Background: an optimization exercise with open tools, aiming at small area and a short achievable clock period. Do not read the settings as production practice. In this exercise RTL edits were held to simulation tests only and were not proved equivalent to the original.

==> inputs of 03-08 <==
// LDL_rr_pri_v1
module  LDL_rr_pri_v1
#(parameter
    BIN_WIDTH  =  5
   ,COS_WIDTH  =  3
   ,USER_WIDTH =  8
   ,REQ_WIDTH  = (1 << BIN_WIDTH)
)(
     input                          clk
   , input                          rst
   , input       [REQ_WIDTH -1:0]   req
   , input       [REQ_WIDTH*COS_WIDTH -1:0]  icos   
   , input       [REQ_WIDTH*USER_WIDTH -1:0]  iuser
   , input                          ready
   ,output       [REQ_WIDTH -1:0]   ack
   ,output reg   [BIN_WIDTH -1:0]   bin
   ,output reg                      valid
   ,output reg   [USER_WIDTH -1:0]  ouser
   ,output reg   [ COS_WIDTH -1:0]  ocos
);
==> module LDL_rr_pri_v1, before the edit <==
module  LDL_rr_pri_v1
#(parameter
    BIN_WIDTH  =  5
   ,COS_WIDTH  =  3
   ,USER_WIDTH =  8
   ,REQ_WIDTH  = (1 << BIN_WIDTH)
)(
     input                          clk
   , input                          rst
   , input       [REQ_WIDTH -1:0]   req
   , input       [REQ_WIDTH*COS_WIDTH -1:0]  icos   
   , input       [REQ_WIDTH*USER_WIDTH -1:0]  iuser
   , input                          ready
   ,output       [REQ_WIDTH -1:0]   ack
   ,output reg   [BIN_WIDTH -1:0]   bin
   ,output reg                      valid
   ,output reg   [USER_WIDTH -1:0]  ouser
   ,output reg   [ COS_WIDTH -1:0]  ocos
);
reg  [COS_WIDTH -1:0]  max_cos;
reg  [REQ_WIDTH -1:0]  run;
always @* begin
    run = req;
    for (int b=COS_WIDTH-1; b>=0; b--) begin
        max_cos[b] = 1'b0;
        for (int i=0; i<REQ_WIDTH; i++)
            max_cos[b] = max_cos[b] | (run[i] & icos[i*COS_WIDTH + b]);
        for (int i=0; i<REQ_WIDTH; i++)
            run[i] = run[i] & (icos[i*COS_WIDTH + b] | ~max_cos[b]);
    end
end
wire  load = ~valid | ready;
wire [REQ_WIDTH -1:0]  cand = run & ~{1'b0, ack[REQ_WIDTH-2:0]} & {REQ_WIDTH{load}};
reg  [REQ_WIDTH -1:0]  upper;
always @* begin
    for (int i=0; i<REQ_WIDTH; i++)
        upper[i] = (i > bin) || (bin == REQ_WIDTH-1);
end
wire                   any_u = |(cand & upper);
wire                   any   = |cand;
wire [REQ_WIDTH -1:0]  pick  = cand & (upper | {REQ_WIDTH{~any_u}});
wire [REQ_WIDTH -1:0]  gnt;
LDL_rr_first32 first (.x(pick), .y(gnt));
reg  [BIN_WIDTH -1:0]  nx_bin;
reg  [USER_WIDTH -1:0] nx_user;
always @* begin
    nx_bin  = bin   & {BIN_WIDTH{~any}};
    nx_user = ouser & {USER_WIDTH{~any}};
    for (int i=0; i<REQ_WIDTH; i++) begin
        nx_bin  = nx_bin  | ({BIN_WIDTH{gnt[i]}} & i[BIN_WIDTH-1:0]);
        nx_user = nx_user | ({USER_WIDTH{gnt[i]}} & iuser[i*USER_WIDTH +: USER_WIDTH]);
    end
end
    always @(posedge clk, posedge rst)
begin
    if (rst) begin
        valid <= 1'b0;
        bin   <= {BIN_WIDTH{1'b0}};
        ocos  <= {COS_WIDTH{1'b0}};
        ouser <= {USER_WIDTH{1'b0}};
    end
    else begin
        valid <= any | ~load;
        bin   <= nx_bin;
        ocos  <= any ? max_cos : ocos;
        ouser <= nx_user;
    end
end
assign  ack = valid ? ({{(REQ_WIDTH-1){1'b0}}, 1'b1} << bin) : {REQ_WIDTH{1'b0}};
endmodule  
==> module LDL_rr_first32, before the edit <==
module  LDL_rr_first32 (
     input       [31:0]  x
   ,output       [31:0]  y
);
reg  [31:0]  p;
always @* begin
    p = x;
    for (int l=0; l<5; l++)
        for (int i=0; i<32; i++)
            if (i[l]) p[i] = p[i] | p[((i >> l) << l) - 1];
end
assign  y = x & ~{p[30:0], 1'b0};
endmodule  
clock: 60.0 ns
lec_check: 0
cap_margin: 20
core_area: 2 2 148 148
die_area: 0 0 150 150
slew_margin: 70
synth_hierarchical: 1
standard.sh (not shown) runs the stock make flow with config.mk's settings and CLKGATE_MAP_FILE= SYNTH_SCRIPT=/design/flow/synth_recipe.tcl, a recipe that flattens the netlist after the stock synthesis.
==> flow/flow/run.sh <==
#!/bin/bash
# Layout flow: the standard ORFS flow (standard.sh) with these changes:
#  - synthesis maps the logic with ABC scripts of our own: the modules named in
#    flow/fast_modules.txt with flow/fast.abc, then everything else with
#    flow/area.abc; the rest of synthesis is the standard flow's own script, unchanged;
#  - the port buffers are the smallest plain buffer (buf_1);
#  - extra make settings from flow/knobs.txt, one NAME=value per line.
set -euo pipefail
W=$PWD
# The standard flow's synthesis script as standard.sh names it
ORIG=$(grep -o 'SYNTH_SCRIPT=[^ ]*' standard.sh | head -1 | cut -d= -f2- | tr -d "'")
FAST=""
if [[ -f flow/fast_modules.txt ]]; then FAST=$(tr '\n' ' ' < flow/fast_modules.txt); fi
cat > "$W/my_synth.tcl" <<EOT
proc abc {args} {
  set i [lsearch -exact \$args -script]
  set fast \$args
  set area \$args
  if {\$i >= 0} {
    lset fast [expr {\$i + 1}] {$W/flow/fast.abc}
    lset area [expr {\$i + 1}] {$W/flow/area.abc}
  }
  foreach m {$FAST} { yosys abc {*}\$fast \$m }
  yosys abc {*}\$area
}
source {$ORIG}
EOT
KNOBS=()
if [[ -f flow/knobs.txt ]]; then
  while IFS= read -r l; do [[ -n "$l" ]] && KNOBS+=("$l"); done < flow/knobs.txt
fi
bash standard.sh "SYNTH_SCRIPT=$W/my_synth.tcl" \
  "BUFFER_PORTS_ARGS=-buffer_cell sky130_fd_sc_hd__buf_1" "${KNOBS[@]}" finish > standard.log 2>&1
==> flow/flow/area.abc <==
strash
dc2
&get -n
&st
&dch -f
&nf -R 100
&put
topo
buffer -c
upsize -c
dnsize -c
==> flow/flow/fast.abc <==
strash
dch
map -B 0.9
topo
stime -c
buffer -c
upsize -c
dnsize -c
==> flow/flow/fast_modules.txt <==
LDL_rr_first32
==> 09-05 (differences from 03-08) <==
--- a/flow/design.v
+++ b/flow/design.v
@@ -132,6 +132,5 @@
     end
 end
-wire  load = ~valid | ready;
-wire [REQ_WIDTH -1:0]  cand = run & ~{1'b0, ack[REQ_WIDTH-2:0]} & {REQ_WIDTH{load}};
+wire [REQ_WIDTH -1:0]  cand = run & ~{1'b0, ack[REQ_WIDTH-2:0]};
 reg  [REQ_WIDTH -1:0]  upper;
 always @* begin
@@ -139,14 +138,23 @@
         upper[i] = (i > bin) || (bin == REQ_WIDTH-1);
 end
-wire                   any_u = |(cand & upper);
+wire [REQ_WIDTH -1:0]  cu = cand & upper;
+function automatic [REQ_WIDTH -1:0] pre_or(input [REQ_WIDTH -1:0] x);
+    reg [REQ_WIDTH -1:0] p;
+    p = x;
+    for (int l=0; l<BIN_WIDTH; l++)
+        for (int i=0; i<REQ_WIDTH; i++)
+            if (i[l]) p[i] = p[i] | p[((i >> l) << l) - 1];
+    pre_or = {p[REQ_WIDTH-2:0], 1'b0};
+endfunction
+wire [REQ_WIDTH -1:0]  pre_u = pre_or(cu);
+wire [REQ_WIDTH -1:0]  pre_a = pre_or(cand);
+wire                   any_u = |cu;
 wire                   any   = |cand;
-wire [REQ_WIDTH -1:0]  pick  = cand & (upper | {REQ_WIDTH{~any_u}});
-wire [REQ_WIDTH -1:0]  gnt;
-LDL_rr_first32 first (.x(pick), .y(gnt));
+wire [REQ_WIDTH -1:0]  gnt   = any_u ? (cu & ~pre_u) : (cand & ~pre_a);
 reg  [BIN_WIDTH -1:0]  nx_bin;
 reg  [USER_WIDTH -1:0] nx_user;
 always @* begin
-    nx_bin  = bin   & {BIN_WIDTH{~any}};
-    nx_user = ouser & {USER_WIDTH{~any}};
+    nx_bin  = {BIN_WIDTH{1'b0}};
+    nx_user = {USER_WIDTH{1'b0}};
     for (int i=0; i<REQ_WIDTH; i++) begin
         nx_bin  = nx_bin  | ({BIN_WIDTH{gnt[i]}} & i[BIN_WIDTH-1:0]);
@@ -162,24 +170,13 @@
         ouser <= {USER_WIDTH{1'b0}};
     end
-    else begin
-        valid <= any | ~load;
-        bin   <= nx_bin;
-        ocos  <= any ? max_cos : ocos;
-        ouser <= nx_user;
+    else if (~valid || ready) begin
+        valid <= any;
+        if (any) begin
+            bin   <= nx_bin;
+            ocos  <= max_cos;
+            ouser <= nx_user;
+        end
     end
 end
 assign  ack = valid ? ({{(REQ_WIDTH-1){1'b0}}, 1'b1} << bin) : {REQ_WIDTH{1'b0}};
 endmodule  
-module  LDL_rr_first32 (
-     input       [31:0]  x
-   ,output       [31:0]  y
-);
-reg  [31:0]  p;
-always @* begin
-    p = x;
-    for (int l=0; l<5; l++)
-        for (int i=0; i<32; i++)
-            if (i[l]) p[i] = p[i] | p[((i >> l) << l) - 1];
-end
-assign  y = x & ~{p[30:0], 1'b0};
-endmodule  
==> flow/flow/run.sh (replaced) <==
#!/bin/bash
# Layout flow: the standard ORFS flow (standard.sh) with three changes:
#  - synthesis maps the logic with flow/area.abc (an area-oriented ABC script) instead of
#    ORFS's abc script; everything else in synthesis is the standard flow's own script, unchanged;
#  - the port buffers are the smallest plain buffer (buf_1);
#  - extra make settings from flow/knobs.txt, one NAME=value per line.
set -euo pipefail
W=$PWD
# The standard flow's synthesis script as standard.sh names it
ORIG=$(grep -o 'SYNTH_SCRIPT=[^ ]*' standard.sh | head -1 | cut -d= -f2- | tr -d "'")
cat > "$W/my_synth.tcl" <<EOT
proc abc {args} {
  set i [lsearch -exact \$args -script]
  if {\$i >= 0} { lset args [expr {\$i + 1}] {$W/flow/area.abc} }
  yosys abc {*}\$args
}
source {$ORIG}
EOT
KNOBS=()
if [[ -f flow/knobs.txt ]]; then
  while IFS= read -r l; do [[ -n "$l" ]] && KNOBS+=("$l"); done < flow/knobs.txt
fi
bash standard.sh "SYNTH_SCRIPT=$W/my_synth.tcl" \
  "BUFFER_PORTS_ARGS=-buffer_cell sky130_fd_sc_hd__buf_1" "${KNOBS[@]}" finish > standard.log 2>&1
==> flow/flow/area.abc (replaced) <==
strash
dc2
dch -f
amap
topo
buffer -c
upsize -c
dnsize -c
==> flow/flow/knobs.txt (new file) <==
SETUP_SLACK_MARGIN=43
CORE_AREA = 5 5 185 185   (was 2 2 148 148)
DIE_AREA = 0 0 190 190   (was 0 0 150 150)
SLEW_MARGIN = 20   (was 70)
SYNTH_HIERARCHICAL = default   (was 1)
removed: flow/flow/fast.abc
removed: flow/flow/fast_modules.txt
==> 10-02 (differences from 03-08) <==
--- a/flow/design.v
+++ b/flow/design.v
@@ -132,6 +132,5 @@
     end
 end
-wire  load = ~valid | ready;
-wire [REQ_WIDTH -1:0]  cand = run & ~{1'b0, ack[REQ_WIDTH-2:0]} & {REQ_WIDTH{load}};
+wire [REQ_WIDTH -1:0]  cand = run & ~{1'b0, ack[REQ_WIDTH-2:0]};
 reg  [REQ_WIDTH -1:0]  upper;
 always @* begin
@@ -139,14 +138,23 @@
         upper[i] = (i > bin) || (bin == REQ_WIDTH-1);
 end
-wire                   any_u = |(cand & upper);
+wire [REQ_WIDTH -1:0]  cu = cand & upper;
+function automatic [REQ_WIDTH -1:0] pre_or(input [REQ_WIDTH -1:0] x);
+    reg [REQ_WIDTH -1:0] p;
+    p = x;
+    for (int l=0; l<BIN_WIDTH; l++)
+        for (int i=0; i<REQ_WIDTH; i++)
+            if (i[l]) p[i] = p[i] | p[((i >> l) << l) - 1];
+    pre_or = {p[REQ_WIDTH-2:0], 1'b0};
+endfunction
+wire [REQ_WIDTH -1:0]  pre_u = pre_or(cu);
+wire [REQ_WIDTH -1:0]  pre_a = pre_or(cand);
+wire                   any_u = |cu;
 wire                   any   = |cand;
-wire [REQ_WIDTH -1:0]  pick  = cand & (upper | {REQ_WIDTH{~any_u}});
-wire [REQ_WIDTH -1:0]  gnt;
-LDL_rr_first32 first (.x(pick), .y(gnt));
+wire [REQ_WIDTH -1:0]  gnt   = any_u ? (cu & ~pre_u) : (cand & ~pre_a);
 reg  [BIN_WIDTH -1:0]  nx_bin;
 reg  [USER_WIDTH -1:0] nx_user;
 always @* begin
-    nx_bin  = bin   & {BIN_WIDTH{~any}};
-    nx_user = ouser & {USER_WIDTH{~any}};
+    nx_bin  = {BIN_WIDTH{1'b0}};
+    nx_user = {USER_WIDTH{1'b0}};
     for (int i=0; i<REQ_WIDTH; i++) begin
         nx_bin  = nx_bin  | ({BIN_WIDTH{gnt[i]}} & i[BIN_WIDTH-1:0]);
@@ -162,24 +170,13 @@
         ouser <= {USER_WIDTH{1'b0}};
     end
-    else begin
-        valid <= any | ~load;
-        bin   <= nx_bin;
-        ocos  <= any ? max_cos : ocos;
-        ouser <= nx_user;
+    else if (~valid || ready) begin
+        valid <= any;
+        if (any) begin
+            bin   <= nx_bin;
+            ocos  <= max_cos;
+            ouser <= nx_user;
+        end
     end
 end
 assign  ack = valid ? ({{(REQ_WIDTH-1){1'b0}}, 1'b1} << bin) : {REQ_WIDTH{1'b0}};
 endmodule  
-module  LDL_rr_first32 (
-     input       [31:0]  x
-   ,output       [31:0]  y
-);
-reg  [31:0]  p;
-always @* begin
-    p = x;
-    for (int l=0; l<5; l++)
-        for (int i=0; i<32; i++)
-            if (i[l]) p[i] = p[i] | p[((i >> l) << l) - 1];
-end
-assign  y = x & ~{p[30:0], 1'b0};
-endmodule  
==> flow/flow/run.sh (replaced) <==
#!/bin/bash
# Layout flow: the standard ORFS flow (standard.sh) with three changes:
#  - synthesis maps the logic with flow/area.abc (an area-oriented ABC script) instead of
#    ORFS's abc script; everything else in synthesis is the standard flow's own script, unchanged;
#  - the port buffers are the smallest plain buffer (buf_1);
#  - extra make settings from flow/knobs.txt, one NAME=value per line.
set -euo pipefail
W=$PWD
# The standard flow's synthesis script as standard.sh names it
ORIG=$(grep -o 'SYNTH_SCRIPT=[^ ]*' standard.sh | head -1 | cut -d= -f2- | tr -d "'")
cat > "$W/my_synth.tcl" <<EOT
proc abc {args} {
  set i [lsearch -exact \$args -script]
  if {\$i >= 0} { lset args [expr {\$i + 1}] {$W/flow/area.abc} }
  yosys abc {*}\$args
}
source {$ORIG}
EOT
KNOBS=()
if [[ -f flow/knobs.txt ]]; then
  while IFS= read -r l; do [[ -n "$l" ]] && KNOBS+=("$l"); done < flow/knobs.txt
fi
bash standard.sh "SYNTH_SCRIPT=$W/my_synth.tcl" \
  "BUFFER_PORTS_ARGS=-buffer_cell sky130_fd_sc_hd__buf_1" "${KNOBS[@]}" finish > standard.log 2>&1
==> flow/flow/area.abc (replaced) <==
strash
dc2
dch -f
amap
topo
buffer -c
upsize -c
dnsize -c
CORE_AREA = 5 5 185 185   (was 2 2 148 148)
DIE_AREA = 0 0 190 190   (was 0 0 150 150)
SLEW_MARGIN = 20   (was 70)
SYNTH_HIERARCHICAL = default   (was 1)
removed: flow/flow/fast.abc
removed: flow/flow/fast_modules.txt
==> run_results.csv <==
group,metric,value,unit
finish,fin_cells,1423,
finish,nFillCells,2425,
setup_path,required,60140,ps
route,wire_per_inst,28.2,um
placement,dpl_cell_area,6870,um2
setup_path,crit_cells,34,
logic_synthesis,synth_top_area_frac,0.133,
floorplanning,taps,275,
setup_path,startpoint,"icos[80]",
run_status,outcome,"finished clean",
-- figures above: 03-08

==> run_results.csv <==
group,metric,value,unit
run_status,outcome,"finished clean",
setup_path,startpoint,"req[2]",
finish,fin_cells,1764,
placement,dpl_cell_area,7350,um2
floorplanning,taps,442,
finish,nFillCells,3608,
setup_path,required,60120,ps
setup_path,crit_cells,51,
-- figures above: 09-05

==> run_results.csv <==
group,metric,value,unit
placement,dpl_cell_area,7190,um2
setup_path,required,60140,ps
logic_synthesis,synth_top_area_frac,0.0891,
finish,fin_cells,1661,
setup_path,crit_cells,51,
route,wire_per_inst,26.6,um
run_status,outcome,"finished clean",
placement,numPortBuffers,435,
floorplanning,taps,442,
setup_path,critPathBufInv,5,
-- figures above: 10-02

## re-timing with driven ports
Ports are ideal in the flow. The routed layouts listed here were re-timed in OpenROAD.
Step 1 (the two cells are an assumption about what drives the block):
set clk [get_ports {clk}]
set_driving_cell -lib_cell sky130_fd_sc_hd__clkbuf_16 $clk
set_driving_cell -lib_cell sky130_fd_sc_hd__buf_2 [delete_from_list [all_inputs] $clk]
Step 2 adds t to the input delays and takes it off the output delays; t is the mean of the earliest and latest rising clock arrival at the registers after step 1. Input paths then give back, and output paths get back, about the clock's delay inside the block.
a / b / c = no drivers / after step 1 / after step 2; a / b = the first two.
| run | shift t [ns] | slack for setup (ns) | slew at the worst register clock pin (ns) |
|---|---|---|---|
| 03-08 | 0.283 | 40.485 / 40.487 / 40.204 | 0.06 / 0.06 |
| 09-05 | 0.280 | 39.523 / 39.503 / 39.223 | 0.06 / 0.06 |
| 10-02 | 0.275 | 36.771 / 36.770 / 36.496 | 0.06 / 0.06 |
After both steps every run listed still meets setup and hold. For 09-05, which loses most, drivers alone change the setup slack by -0.020 ns; drivers and shift together by -0.300 ns.
